Context: an optimization exercise on an open-source flow, tuned for small area. The choices shown serve that exercise and are no tape-out recipe.
At most, simulation tests tie the RTL to the original design; equivalence was not proved.
Power and IR drop assume default switching activity.

==> run C <==
==> flow/design.v (excerpt) <==
module alu(OPA, OPB, CIN, INP_VALID, CLK, RST, CMD, CE, MODE, COUT, OFLOW, RES, G, E, L, ERR);
==> flow/config.mk <==
export PLATFORM = sky130hd
export DESIGN_NAME = alu
export DESIGN_NICKNAME = alu
export VERILOG_FILES = /design/flow/design.v
export SDC_FILE = /design/flow/constraint.sdc
export NUM_CORES = 4
export LEC_CHECK = 0
export CAP_MARGIN = 20
export CORE_MARGIN = 2
export CORE_UTILIZATION = 40
export GPL_TIMING_DRIVEN = 0
export SLEW_MARGIN = 20
export SYNTH_HIERARCHICAL = 1
==> flow/constraint.sdc <==
create_clock -name core_clock -period 8.0 [get_ports {CLK}]
set_input_delay 1.6000 -clock core_clock [delete_from_list [all_inputs] [get_ports {CLK}]]
set_output_delay 1.6000 -clock core_clock [all_outputs]
set_load 0.01 [all_outputs]
standard.sh (not shown) runs the stock make flow with config.mk's settings and CLKGATE_MAP_FILE= SYNTH_SCRIPT=/design/flow/synth_recipe.tcl, a recipe that flattens the netlist after the stock synthesis.
==> flow/flow/run.sh <==
#!/bin/bash
# Standard ORFS flow, with the port buffers made from the smallest buffer cell
# and no dummy loads in the clock tree. make's full output goes to flow.log.
set -eo pipefail
export BUFFER_PORTS_ARGS="-buffer_cell sky130_fd_sc_hd__buf_1"
export REMOVE_ABC_BUFFERS=1
export CTS_ARGS="-sink_clustering_enable -repair_clock_nets -buf_list sky130_fd_sc_hd__clkbuf_8 -dont_use_dummy_load"
bash standard.sh > flow.log 2>&1
==> run A: changes against run C <==
==> flow/flow/run.sh (replaced) <==
#!/bin/bash
# Standard ORFS flow, with the port buffers made from the smallest buffer cell
# and no dummy loads in the clock tree. make's full output goes to flow.log.
set -eo pipefail
export BUFFER_PORTS_ARGS="-buffer_cell sky130_fd_sc_hd__buf_1"
export CTS_ARGS="-sink_clustering_enable -repair_clock_nets -buf_list \"sky130_fd_sc_hd__clkbuf_4 sky130_fd_sc_hd__clkbuf_8\" -dont_use_dummy_load"
bash standard.sh > flow.log 2>&1
--- a/flow/config.mk
+++ b/flow/config.mk
@@ -9,5 +9,4 @@
 export CORE_MARGIN = 2
 export CORE_UTILIZATION = 40
-export GPL_TIMING_DRIVEN = 0
 export SLEW_MARGIN = 20
 export SYNTH_HIERARCHICAL = 1
==> run R: changes against run C <==
==> flow/flow/run.sh (replaced) <==
#!/bin/bash
# Standard ORFS flow, with the port buffers made from the smallest buffer cell
# and no dummy loads in the clock tree. make's full output goes to flow.log.
set -eo pipefail
export BUFFER_PORTS_ARGS="-buffer_cell sky130_fd_sc_hd__buf_1"
export REMOVE_ABC_BUFFERS=1
export CTS_ARGS="-sink_clustering_enable -repair_clock_nets -buf_list sky130_fd_sc_hd__clkbuf_8 -sink_clustering_size 30 -sink_clustering_max_diameter 150 -dont_use_dummy_load"
bash standard.sh > flow.log 2>&1
==> results.txt <==
CTS clock-pin slew for the worst setup and hold paths: run C 0.07 ns; run R 0.07 ns; run A 0.08 ns
Worst min-delay path endpoint: run C RES[1]; run R RES[1]; run A RES[7]
Reported combinational group power: run C 0.503 mW; run R 0.503 mW; run A 0.504 mW
Number of cells in the finished layout apart from fillers: run C 603; run R 603; run A 609
Total setup buffers inserted after CTS: run C 2; run R 2; run A 0
Headroom to the max-slew limit: run C 34.8%; run R 34.8%; run A 36.4%
Fraction of the cycle the final worst path needs: run C 96.6%; run R 96.6%; run A 95.9%
Final estimated routing congestion in global placement: run C 0.831; run R 0.831; run A 0.897
Fill cells: run C 1101; run R 1101; run A 1097
Worst Skew: run C 0.0148 ns; run R 0.0148 ns; run A 0.0224 ns
Run status: run C timing/DRC/antenna clean; run R timing/DRC/antenna clean; run A timing/DRC/antenna clean
Required time of the critical path: run C 8.14 ns; run R 8.14 ns; run A 8.19 ns
Critical path's largest stage delay: run C 0.59 ns; run R 0.59 ns; run A 0.57 ns
Detailed-route wire length per cell: run C 16.1 µm; run R 16.1 µm; run A 15.9 µm
Worst Hold Slack: run C 0.710 ns; run R 0.710 ns; run A 0.679 ns
DR vias: run C 3252; run R 3252; run A 3312
Global-route wire length before repair: run C 16600 µm; run R 16600 µm; run A 16500 µm
Area used by sequential logic in the layout: run C 978 µm²; run R 978 µm²; run A 971 µm²
Worst setup slack before clock tree synthesis: run C -0.135 ns; run R -0.135 ns; run A 0.117 ns
Total length of routed met2 wires: run C 4720 µm; run R 4720 µm; run A 4340 µm

---

==> zinc: inputs <==
Starting RTL as in the previous note.
==> flow/config.mk <==
export PLATFORM = sky130hd
export DESIGN_NAME = alu
export DESIGN_NICKNAME = alu
export VERILOG_FILES = /design/flow/design.v
export SDC_FILE = /design/flow/constraint.sdc
export NUM_CORES = 4
export LEC_CHECK = 0
export CAP_MARGIN = 20
export CORE_MARGIN = 2
export CORE_UTILIZATION = 40
export GPL_TIMING_DRIVEN = 0
export SLEW_MARGIN = 20
export SYNTH_HIERARCHICAL = 1
==> flow/constraint.sdc <==
create_clock -name core_clock -period 8.0 [get_ports {CLK}]
set_input_delay 1.6000 -clock core_clock [delete_from_list [all_inputs] [get_ports {CLK}]]
set_output_delay 1.6000 -clock core_clock [all_outputs]
set_load 0.01 [all_outputs]
==> flow/flow/run.sh <==
#!/bin/bash
# Standard ORFS flow, with the port buffers made from the smallest buffer cell
# and no dummy loads in the clock tree. make's full output goes to flow.log.
set -eo pipefail
export BUFFER_PORTS_ARGS="-buffer_cell sky130_fd_sc_hd__buf_1"
export REMOVE_ABC_BUFFERS=1
export CTS_ARGS="-sink_clustering_enable -repair_clock_nets -buf_list sky130_fd_sc_hd__clkbuf_16 -dont_use_dummy_load"
bash standard.sh > flow.log 2>&1
==> garnet: changes against zinc <==
--- a/flow/design.v
+++ b/flow/design.v
@@ -19,51 +19,55 @@
     reg [7:0] xan, ybn;
     reg       cn;
     always @(posedge CLK) begin
         fam <= fam_d;
         xan <= xan_d;
         ybn <= ybn_d;
         cn  <= cn_d;
     end
-    wire s_alu = ~fam[3] & ~fam[2];                  
+    wire s_pos = ~fam[3] & ~fam[2] & ~(fam[1] & fam[0]);   
+    wire s_neg = ~fam[3] & fam[2] & ~fam[0];              
     wire s_add = ~fam[3] & ~fam[2] & ~fam[1] & fam[0];
-    wire s_sub = ~fam[3] & fam[1] & ~fam[0];
-    wire s_sgn = ~fam[3] & fam[1] & fam[0];
-    wire s_cmp = ~fam[3] & fam[2] & ~fam[0];
-    wire s_err = ~fam[3] & fam[2] & fam[0];
-    wire s_lo  = fam[3] & fam[1];                    
-    wire s_hi  = fam[3] & fam[0];                    
-    wire s_mul = fam[2] & fam[1];                    
-    wire s_sft = fam[3] & fam[2] & ~fam[1];          
+    wire s_sub = ~fam[3] & fam[2] & ~fam[1] & ~fam[0];
+    wire s_sgn = ~fam[3] & fam[1] & ~fam[0];
+    wire s_cmp = ~fam[3] & fam[2] & fam[0];
+    wire s_err = ~fam[3] & ~fam[2] & fam[1] & fam[0];
+    wire s_inv = fam[2];                                  
+    wire s_lo  = fam[3] & fam[1];                         
+    wire s_hi  = fam[3] & fam[0];                         
+    wire s_mul = fam[2] & fam[1] & ~fam[0] & fam[3];      
+    wire s_sft = fam[3] & fam[2] & ~fam[1];               
     wire [8:0] Sn;
     wire [8:0] cyn;
     assign cyn[0] = cn;
     genvar k;
     generate for (k = 0; k < 8; k = k + 1) begin : add
         alu_fa u_fa (.a(xan[k]), .b(ybn[k]), .c(cyn[k]), .s(Sn[k]), .co(cyn[k+1]));
     end endgenerate
     assign Sn[8] = cyn[8];
     wire [8:0] S = ~Sn;
     wire [15:0] P;
     alu_mul u_mul (.xan(xan), .ybn(ybn), .sg(S & {9{s_mul}}), .P(P));
     wire xa7 = ~xan[7];
     wire yb7 = ~ybn[7];
-    wire z8  = ~|S[7:0];
-    wire r8  = xa7 ^ yb7 ^ S[8];
-    wire neg = s_cmp ? ~S[8] : r8;
+    wire zdet = s_inv ? (&S[7:0]) : ~|S[7:0];             
+    wire r8  = xa7 ^ yb7 ^ S[8] ^ s_inv;
+    wire ovf = ~(xa7 ^ yb7) & (S[7] ^ xa7);
+    wire neg = s_cmp ? S[8] : r8;
     wire gel = s_cmp | s_sgn;
     wire [15:0] res_d;
-    assign res_d[7:0]  = ({8{s_alu}} & S[7:0]) | ({8{s_lo}} & P[7:0]) | ({8{s_hi}} & P[15:8]) |
+    assign res_d[7:0]  = ({8{s_pos}} & S[7:0]) | ({8{s_neg}} & Sn[7:0]) |
+                         ({8{s_lo}} & P[7:0]) | ({8{s_hi}} & P[15:8]) |
                          ({8{s_sft}} & {P[6:0], 1'b0});
     assign res_d[15:8] = ({8{s_mul}} & P[15:8]) | ({8{s_sft}} & P[14:7]) | {8{s_sgn & r8}};
     wire cout_d  = (s_add & S[8]) | (s_sgn & r8);
-    wire oflow_d = (s_sub & ~S[8]) | (s_sgn & ~(xa7 ^ yb7) & (S[7] ^ xa7));
-    wire g_d     = gel & ~neg & ~z8;
-    wire e_d     = gel & ~neg & z8;
+    wire oflow_d = (s_sub & S[8]) | (s_sgn & ovf);
+    wire g_d     = gel & ~neg & ~zdet;
+    wire e_d     = gel & ~neg & zdet;
     wire l_d     = gel & neg;
     always @(posedge CLK or posedge RST) begin
         if (RST) begin
             RES <= 16'd0;
             COUT <= 1'b0;
             OFLOW <= 1'b0;
             G <= 1'b0;
             E <= 1'b0;
@@ -84,45 +88,45 @@
     input [7:0] OPA, OPB;
     input CE, MODE, CIN;
     input [1:0] INP_VALID;
     input [3:0] CMD;
     output [3:0] fam_d;
     output [7:0] xan_d, ybn_d;
     output cn_d;
     wire [3:0] t;
-    wire yinv, yen;
+    wire yen;
     wire [7:0] oh;
     alu_ctl u_ctl (.OPB(OPB), .CIN(CIN), .INP_VALID(INP_VALID), .CMD(CMD), .CE(CE), .MODE(MODE),
-                   .fam_d(fam_d), .t(t), .yinv(yinv), .yen(yen), .oh(oh), .cn_d(cn_d));
+                   .fam_d(fam_d), .t(t), .yen(yen), .oh(oh), .cn_d(cn_d));
     genvar k;
     generate for (k = 0; k < 8; k = k + 1) begin : bitk
         alu_xbit u_x (.a(OPA[k]), .b(OPB[k]), .t(t), .xn(xan_d[k]));
-        alu_ybit u_y (.b(OPB[k]), .yinv(yinv), .yen(yen), .oh(oh[k]), .yn(ybn_d[k]));
+        alu_ybit u_y (.b(OPB[k]), .yen(yen), .oh(oh[k]), .yn(ybn_d[k]));
     end endgenerate
 endmodule
 module alu_xbit(a, b, t, xn);
     input a, b;
     input [3:0] t;
     output xn;
     assign xn = ~(a ? (b ? t[3] : t[2]) : (b ? t[1] : t[0]));
 endmodule
-module alu_ybit(b, yinv, yen, oh, yn);
-    input b, yinv, yen, oh;
+module alu_ybit(b, yen, oh, yn);
+    input b, yen, oh;
     output yn;
-    assign yn = ~(((b ^ yinv) & yen) | oh);
+    assign yn = ~((b & yen) | oh);
 endmodule
-module alu_ctl(OPB, CIN, INP_VALID, CMD, CE, MODE, fam_d, t, yinv, yen, oh, cn_d);
+module alu_ctl(OPB, CIN, INP_VALID, CMD, CE, MODE, fam_d, t, yen, oh, cn_d);
     input [7:0] OPB;
     input CE, MODE, CIN;
     input [1:0] INP_VALID;
     input [3:0] CMD;
     output [3:0] fam_d;
     output reg [3:0] t;
-    output yinv, yen;
+    output yen;
     output [7:0] oh;
     output cn_d;
     wire M = MODE;
     wire [3:0] C = CMD;
     wire [2:0] s = OPB[2:0];
     wire q = CIN & (&OPB);        
     wire e = |OPB[7:3];           
     wire unA1 = M & ~C[3] & C[2] & ~C[1];    
@@ -131,52 +135,50 @@
     wire unB0 = ~M & ((~C[3] & C[2] & C[1] & C[0]) | (C[3] & ~C[2] & C[1]));     
     wire exists = M ? ~(C[3] & C[2] & (C[1] | C[0])) : ~(C[3] & C[2] & C[1]);
     wire vok = ((unA1 | unA0) & INP_VALID[0]) | ((unB1 | unB0) & INP_VALID[1]) |
                (~(unA1 | unA0 | unB1 | unB0) & INP_VALID[0] & INP_VALID[1]);
     wire ok = CE & exists & vok;
     reg [3:0] f;
     always @* begin
         if (M) begin
-            if (~C[3]) f = {2'b00, C[0] & ~(C[1] & ~C[2] & q), ~C[2] & (~C[0] | (C[1] & q))};
-            else case (C[2:0])
-                3'd0: f = 4'b0100;
-                3'd1: f = 4'b1110;
-                3'd2: f = 4'b1100;
-                default: f = 4'b0011;
+            case (C)
+                4'd0, 4'd2:  f = 4'b0001;
+                4'd1, 4'd3, 4'd5, 4'd7: f = 4'b0100;
+                4'd4, 4'd6:  f = 4'b0000;
+                4'd8:        f = 4'b0101;
+                4'd9:        f = 4'b1110;
+                4'd10:       f = 4'b1100;
+                4'd11:       f = 4'b0010;
+                default:     f = 4'b0110;
             endcase
         end else begin
             if (~C[3]) f = 4'b0000;
             else if (~C[2]) f = {2'b10, C[0], ~C[0]};
-            else f = e ? 4'b0101 : 4'b1011;
+            else f = e ? 4'b0011 : 4'b1011;
         end
     end
     assign fam_d = ok ? f : 4'b1000;
-    assign yen  = M & ~(~C[3] & C[2] & ~C[1]);
-    assign yinv = C[3] ? (~C[1] & ~C[0]) : (C[0] & ~C[2]);
-    wire yff  = M & ~C[3] & C[2] & ~C[1] & C[0];    
+    assign yen = M & (C[3] | ~C[2]) & ~(~C[3] & ~C[2] & C[1] & C[0] & q);
     wire ohen = ~M & C[3];
     wire dir = C[0] ^ ~C[2];
     wire [2:0] r;
     assign r[0] = s[0] | ~C[2];
     assign r[1] = C[2] ? (s[1] ^ (dir & s[0])) : dir;
     assign r[2] = C[2] ? (s[2] ^ (dir & (s[1] | s[0]))) : dir;
-    wire [3:0] lo = {r[1] & r[0], r[1] & ~r[0], ~r[1] & r[0], ~r[1] & ~r[0]} | {4{yff}};
-    wire [1:0] hi = ({r[2], ~r[2]} & {2{ohen}}) | {2{yff}};
+    wire [3:0] lo = {r[1] & r[0], r[1] & ~r[0], ~r[1] & r[0], ~r[1] & ~r[0]};
+    wire [1:0] hi = {r[2], ~r[2]} & {2{ohen}};
     assign oh = {lo & {4{hi[1]}}, lo & {4{hi[0]}}};
-    reg c_d;
-    always @* begin
-        if (M) begin
-            if (~C[3]) c_d = C[2] ? ~C[0] : (C[1] ? (CIN ^ C[0]) : C[0]);
-            else       c_d = ~(C[1] & C[0]);
-        end else c_d = 1'b0;
-    end
+    wire c_d = M & ((~C[3] & C[2]) | (~C[3] & ~C[2] & C[1] & CIN & ~(C[0] & q)) |
+                    (C[3] & ~C[2] & ~C[1] & C[0]));
     assign cn_d = ~c_d;
+    wire inv = C[3] ? (~C[1] & ~C[0]) : C[0];
+    wire opb = ~C[3] & C[2] & C[1];
     always @* begin
-        if (M) t = C[3] ? 4'b1100 : (C[2] & C[1]) ? {4{C[0]}} : 4'b1100;
+        if (M) t = opb ? (inv ? 4'b0101 : 4'b1010) : (inv ? 4'b0011 : 4'b1100);
         else case (C)
             4'd0: t = 4'b1000;   
             4'd1: t = 4'b0111;   
             4'd2: t = 4'b1110;   
             4'd3: t = 4'b0001;   
             4'd4: t = 4'b0110;   
             4'd5: t = 4'b1001;   
             4'd6: t = 4'b0011;   
==> flow/flow/run.sh (replaced) <==
#!/bin/bash
# Standard ORFS flow, with the port buffers made from the smallest buffer cell
# and no dummy loads in the clock tree. make's full output goes to flow.log.
set -eo pipefail
export BUFFER_PORTS_ARGS="-buffer_cell sky130_fd_sc_hd__buf_1"
export CTS_ARGS="-sink_clustering_enable -repair_clock_nets -buf_list sky130_fd_sc_hd__clkbuf_8 -dont_use_dummy_load"
bash standard.sh > flow.log 2>&1
- GPL_TIMING_DRIVEN: 0 -> default
==> raven: changes against zinc <==
==> flow/flow/run.sh (replaced) <==
#!/bin/bash
# Standard ORFS flow, with the port buffers made from the smallest buffer cell
# and no dummy loads in the clock tree. make's full output goes to flow.log.
set -eo pipefail
export BUFFER_PORTS_ARGS="-buffer_cell sky130_fd_sc_hd__buf_1"
export REMOVE_ABC_BUFFERS=1
export CTS_ARGS="-sink_clustering_enable -repair_clock_nets -buf_list sky130_fd_sc_hd__clkbuf_4 -sink_clustering_size 8 -sink_clustering_max_diameter 50 -dont_use_dummy_load"
bash standard.sh > flow.log 2>&1
==> comparison table <==
|  | zinc | garnet | raven |
|---|---|---|---|
| Result of the run | timing/DRC/antenna clean | timing/DRC/antenna clean | timing/DRC/antenna clean |
| Multi-In Gates | 344 | 346 | 344 |
| Clock slew at reported path FFs | 0.06 ns | 0.08 ns | 0.11 ns |
| Design Power | 958 µW | 856 µW | 865 µW |
| Power attributed to combinational cells | 504 µW | 457 µW | 505 µW |
| Number of global-route vias before repair | 3416 | 3241 | 3419 |
| Multiplexer share of the synthesized area | 4.35% | 4.57% | 4.35% |
| Ratio of routed vias to standard cells | 5.40 | 5.37 | 5.39 |
| Placed Area | 4570 µm² | 4690 µm² | 4570 µm² |
| Buffer count from post-CTS setup fixing | 2 | 0 | 5 |
| Highest clock frequency the design can meet | 128 MHz | 129 MHz | 129 MHz |
| Maximum number of pins on one net before global-route repair | 30 | 24 | 30 |
| Number of cells in the design after placement | 593 | 612 | 593 |
| Post-Route Hold Slack | 0.701 ns | 0.632 ns | 0.726 ns |
| Sequential fraction of design power | 28.8% | 32.6% | 31.5% |
| Cell-internal power | 574 µW | 507 µW | 494 µW |
| Share of cell area taken by multi-input logic gates | 67.7% | 67.0% | 68.6% |
| Power density relative to cell area | 201 nW/µm² | 179 nW/µm² | 184 nW/µm² |
| Worst Hold Path EP | RES[0]$_DFF_PP0_ | L$_DFF_PP0_ | RES[0]$_DFF_PP0_ |
| Total wire length after detailed routing | 9.83 mm | 9.61 mm | 9.68 mm |
| RD Place Congestion | 0.831 | 0.847 | 0.831 |
| Post-synthesis to final-layout area growth | 3.62% | 4.11% | 2.26% |
| Number of filler instances in the final layout | 1098 | 1139 | 1107 |
| Peak supply drop | 0.133 mV | 0.0961 mV | 0.0948 mV |
| Actual transition at the worst max-transition pin | 1.02 ns | 0.921 ns | 1.00 ns |
| Share of final-layout standard cells stronger than drive strength 1 | 10.3% | 10.8% | 10.8% |
For garnet, only the layout was checked, not whether the RTL still works.

[what the ideal ports hide]
The results above use ideal ports. As a check the final layouts listed here were re-extracted and re-timed, cells and wires unchanged. Step 1 assumes that a clkbuf_16 drives the clock port and a buf_2 every other input. Step 2 moves the port delays by t, midway between the first and last clock arrival at a register: inputs arrive t later, outputs are due t later. That takes back most of the time a late clock gives input paths. a / b / c = no drivers / after step 1 / after step 2; a / b = the first two.
run | t (ns) | setup WS [ns] | worst setup path after step 2
run C | 0.305 | 0.271 / 0.271 / 0.271 | register to register
run A | 0.323 | 0.327 / 0.327 / 0.327 | register to register
run R | 0.305 | 0.271 / 0.271 / 0.271 | register to register
zinc | 0.308 | 0.212 / 0.212 / 0.212 | register to register
garnet | 0.322 | 0.218 / 0.218 / 0.218 | register to register
raven | 0.357 | 0.276 / 0.276 / 0.276 | register to register
After both steps every run listed still meets setup and hold.
